Context: an optimization exercise on an open-source flow, tuned for small area and a short achievable clock period. The choices shown serve that exercise and are no tape-out recipe. RTL that was checked went through simulation tests only; none was proved equivalent to the original. Power is estimated from default activity; no workload was simulated.

==> module pe, before the edit <==
module pe (
    input [15:0] acc,
    input [10:0] term,
    input dbl,
    input neg,
    output [15:0] sum,
    output c6,
    output c11
);
    wire sgn = term[10];
    wire [10:0] a = acc[10:0];
    wire [10:0] b = term;
    wire [10:0] c = dbl ? {term[9:0], 1'b0} : 11'd0;
    wire [10:0] s = a ^ b ^ c;
    wire [10:0] k = (a & b) | (a & c) | (b & c);
    wire [11:0] y = {k, neg};
    assign {c6, sum[5:0]} = {1'b0, s[5:0]} + {1'b0, y[5:0]};
    assign {c11, sum[10:6]} = {1'b0, s[10:6]} + {1'b0, y[10:6]};
    wire [2:0] d = {2'b00, k[10]} - {2'b00, sgn} - {2'b00, dbl & sgn};
    assign sum[15:11] = acc[15:11] + {{2{d[2]}}, d};
endmodule
==> module resolve, before the edit <==
module resolve (
    input [15:0] x,
    input c6,
    input c11,
    output [15:0] s
);
    wire [4:0] m = x[10:6];
    wire [4:0] cm;
    assign cm[0] = c6;
    genvar i;
    generate
        for (i = 1; i < 5; i = i + 1) begin : mc
            assign cm[i] = c6 & (&m[i-1:0]);
        end
    endgenerate
    wire mo = c6 & (&m);
    wire [4:0] h = x[15:11];
    wire both = mo & c11;
    wire one = mo ^ c11;
    wire [4:0] t1;
    assign t1[0] = one;
    generate
        for (i = 1; i < 5; i = i + 1) begin : hc
            assign t1[i] = one & (&h[i-1:0]);
        end
    endgenerate
    wire [4:0] h1 = h ^ t1;
    wire [4:0] t2;
    assign t2[0] = 1'b0;
    assign t2[1] = both;
    generate
        for (i = 2; i < 5; i = i + 1) begin : hd
            assign t2[i] = both & (&h1[i-1:1]);
        end
    endgenerate
    assign s = {h1 ^ t2, m ^ cm, x[5:0]};
endmodule
==> module systolic_array, before the edit <==
module systolic_array (
    input clk,
    input reset,
    input [1:0] kernel_size,
    input [7:0] pixel_in,
    output [1:0] level
);
    reg [5:0] index;
    reg run_q, live_q, wrp_q;
    reg [1:0] lvl_q;
    reg [9:0] term_q;
    reg neg_q, dbl_q;
    reg [15:0] ps_q;
    reg ps_c6, ps_c11;
    reg signed [15:0] ps_d;
    wire [4:0] wcode;
    kernel_rom kr (.kernel_size(kernel_size), .addr(index), .wcode(wcode));
    wire run = (kernel_size == 2'b00 && index < 9) ||
               (kernel_size == 2'b01 && index < 25) ||
               (kernel_size == 2'b10 && index < 49);
    wire [9:0] px = {{2{pixel_in[7]}}, pixel_in};
    wire [9:0] sh = ({10{wcode[0]}} & px) | ({10{wcode[1]}} & {px[8:0], 1'b0}) |
                    ({10{wcode[2]}} & {px[7:0], 2'b0});
    wire [9:0] term_d = sh ^ {10{wcode[3]}};
    wire [15:0] ps_full;
    resolve rs (.x(ps_q), .c6(ps_c6), .c11(ps_c11), .s(ps_full));
    wire [15:0] partial_sum = run_q ? ps_full : 16'd0;
    wire [15:0] pe_sum;
    wire c6, c11;
    pe pe_inst (.acc(ps_d), .term({term_q[9], term_q}), .dbl(dbl_q), .neg(neg_q),
                .sum(pe_sum), .c6(c6), .c11(c11));
    wire gt200 = ps_d > 16'sd200;
    wire gt500 = ps_d > 16'sd500;
    wire gt1000 = ps_d > 16'sd1000;
    assign level = wrp_q ? {gt500, gt1000 | (gt200 & ~gt500)} : lvl_q;
    always @(posedge clk) begin
        term_q <= term_d;
        neg_q <= wcode[3];
        dbl_q <= wcode[4];
        ps_q <= pe_sum;
        ps_c6 <= c6;
        ps_c11 <= c11;
        ps_d <= partial_sum;
    end
    always @(posedge clk or posedge reset) begin
        if (reset) begin
            index <= 0;
            run_q <= 0;
            live_q <= 0;
            wrp_q <= 0;
            lvl_q <= 0;
        end else begin
            live_q <= 1'b1;
            run_q <= run & live_q;
            wrp_q <= !run;
            lvl_q <= level;
            if (run)
                index <= index + 1;
            else
                index <= 0;
        end
    end
endmodule
make LEC_CHECK=0 ABC_CLOCK_PERIOD_IN_PS=2200 CAP_MARGIN=20 CORE_MARGIN=2 CORE_UTILIZATION=65 CTS_BUF_LIST=sky130_fd_sc_hd__clkbuf_4 SETUP_SLACK_MARGIN=3.8 SLEW_MARGIN=20 finish   # period 6.0 ns
run.sh (not shown) runs the stock make flow with config.mk's settings and CLKGATE_MAP_FILE= SYNTH_SCRIPT=/design/flow/synth_recipe.tcl, a recipe that flattens the netlist after the stock synthesis.
Then changed:
--- a/flow/design.v
+++ b/flow/design.v
@@ -42,5 +42,4 @@
     input neg,
     output [15:0] sum,
-    output c6,
     output c11
 );
@@ -52,6 +51,5 @@
     wire [10:0] k = (a & b) | (a & c) | (b & c);
     wire [11:0] y = {k, neg};
-    assign {c6, sum[5:0]} = {1'b0, s[5:0]} + {1'b0, y[5:0]};
-    assign {c11, sum[10:6]} = {1'b0, s[10:6]} + {1'b0, y[10:6]};
+    assign {c11, sum[10:0]} = {1'b0, s} + {1'b0, y[10:0]};
     wire [2:0] d = {2'b00, k[10]} - {2'b00, sgn} - {2'b00, dbl & sgn};
     assign sum[15:11] = acc[15:11] + {{2{d[2]}}, d};
@@ -59,38 +57,17 @@
 module resolve (
     input [15:0] x,
-    input c6,
     input c11,
     output [15:0] s
 );
-    wire [4:0] m = x[10:6];
-    wire [4:0] cm;
-    assign cm[0] = c6;
+    wire [4:0] h = x[15:11];
+    wire [4:0] ch;
+    assign ch[0] = c11;
     genvar i;
     generate
-        for (i = 1; i < 5; i = i + 1) begin : mc
-            assign cm[i] = c6 & (&m[i-1:0]);
+        for (i = 1; i < 5; i = i + 1) begin : hc
+            assign ch[i] = c11 & (&h[i-1:0]);
         end
     endgenerate
-    wire mo = c6 & (&m);
-    wire [4:0] h = x[15:11];
-    wire both = mo & c11;
-    wire one = mo ^ c11;
-    wire [4:0] t1;
-    assign t1[0] = one;
-    generate
-        for (i = 1; i < 5; i = i + 1) begin : hc
-            assign t1[i] = one & (&h[i-1:0]);
-        end
-    endgenerate
-    wire [4:0] h1 = h ^ t1;
-    wire [4:0] t2;
-    assign t2[0] = 1'b0;
-    assign t2[1] = both;
-    generate
-        for (i = 2; i < 5; i = i + 1) begin : hd
-            assign t2[i] = both & (&h1[i-1:1]);
-        end
-    endgenerate
-    assign s = {h1 ^ t2, m ^ cm, x[5:0]};
+    assign s = {h ^ ch, x[10:0]};
 endmodule
 module systolic_array (
@@ -107,5 +84,5 @@
     reg neg_q, dbl_q;
     reg [15:0] ps_q;
-    reg ps_c6, ps_c11;
+    reg ps_c11;
     reg signed [15:0] ps_d;
     wire [4:0] wcode;
@@ -119,10 +96,10 @@
     wire [9:0] term_d = sh ^ {10{wcode[3]}};
     wire [15:0] ps_full;
-    resolve rs (.x(ps_q), .c6(ps_c6), .c11(ps_c11), .s(ps_full));
+    resolve rs (.x(ps_q), .c11(ps_c11), .s(ps_full));
     wire [15:0] partial_sum = run_q ? ps_full : 16'd0;
     wire [15:0] pe_sum;
-    wire c6, c11;
+    wire c11;
     pe pe_inst (.acc(ps_d), .term({term_q[9], term_q}), .dbl(dbl_q), .neg(neg_q),
-                .sum(pe_sum), .c6(c6), .c11(c11));
+                .sum(pe_sum), .c11(c11));
     wire gt200 = ps_d > 16'sd200;
     wire gt500 = ps_d > 16'sd500;
@@ -134,5 +111,4 @@
         dbl_q <= wcode[4];
         ps_q <= pe_sum;
-        ps_c6 <= c6;
         ps_c11 <= c11;
         ps_d <= partial_sum;
Result: Wire length rises by 20%. Total power goes up by about 40%. Synthesized cell count grows by about 6%. Fmax came out lower by 17%. Final area went up by 8.1%. Global-route usage grows by 1.5 points. Synthesized area is about the same. Clock-buffer cell count went up by 2. Via count goes up by 9.0%. Sequential share of layout area decreases by 2.9 points. Setup slack degrades by 0.43 ns. Die area hardly moves. Clock power climbs by about 9%.
The RTL of the second run of this note was laid out without a check of its function.

==> static timing again, ports no longer ideal <==
No port has a modelled driver above. Below, the same layouts with a new extraction and two added sets of constraints.
Step 1 sets driving cells, clkbuf_16 on the clock port and buf_2 on the other inputs (assumed; they add their load-dependent delay and slew).
Step 2 times the ports against the registers' clock, not the clock port: input delays grow and output delays shrink by t, the midpoint of the rising clock arrivals with the driver on.
Three values: no drivers, after step 1, after step 2; two values: the first two.
run	shift t [ns]	setup slack, ns	hold slack, ns	clock arrival spread, ns	worst data-port slew with drivers (ns)
the first run	0.423	3.844 / 3.840 / 3.417	0.441 / 0.441 / 0.441	0.007 / 0.007	0.04
the second run	0.421	3.414 / 3.414 / 3.348	0.437 / 0.437 / 0.437	0.013 / 0.013	0.06
After both steps setup and hold are still met in every run listed. For the first run, which loses most, drivers alone change the setup slack by -0.004 ns; drivers and shift together by -0.427 ns.
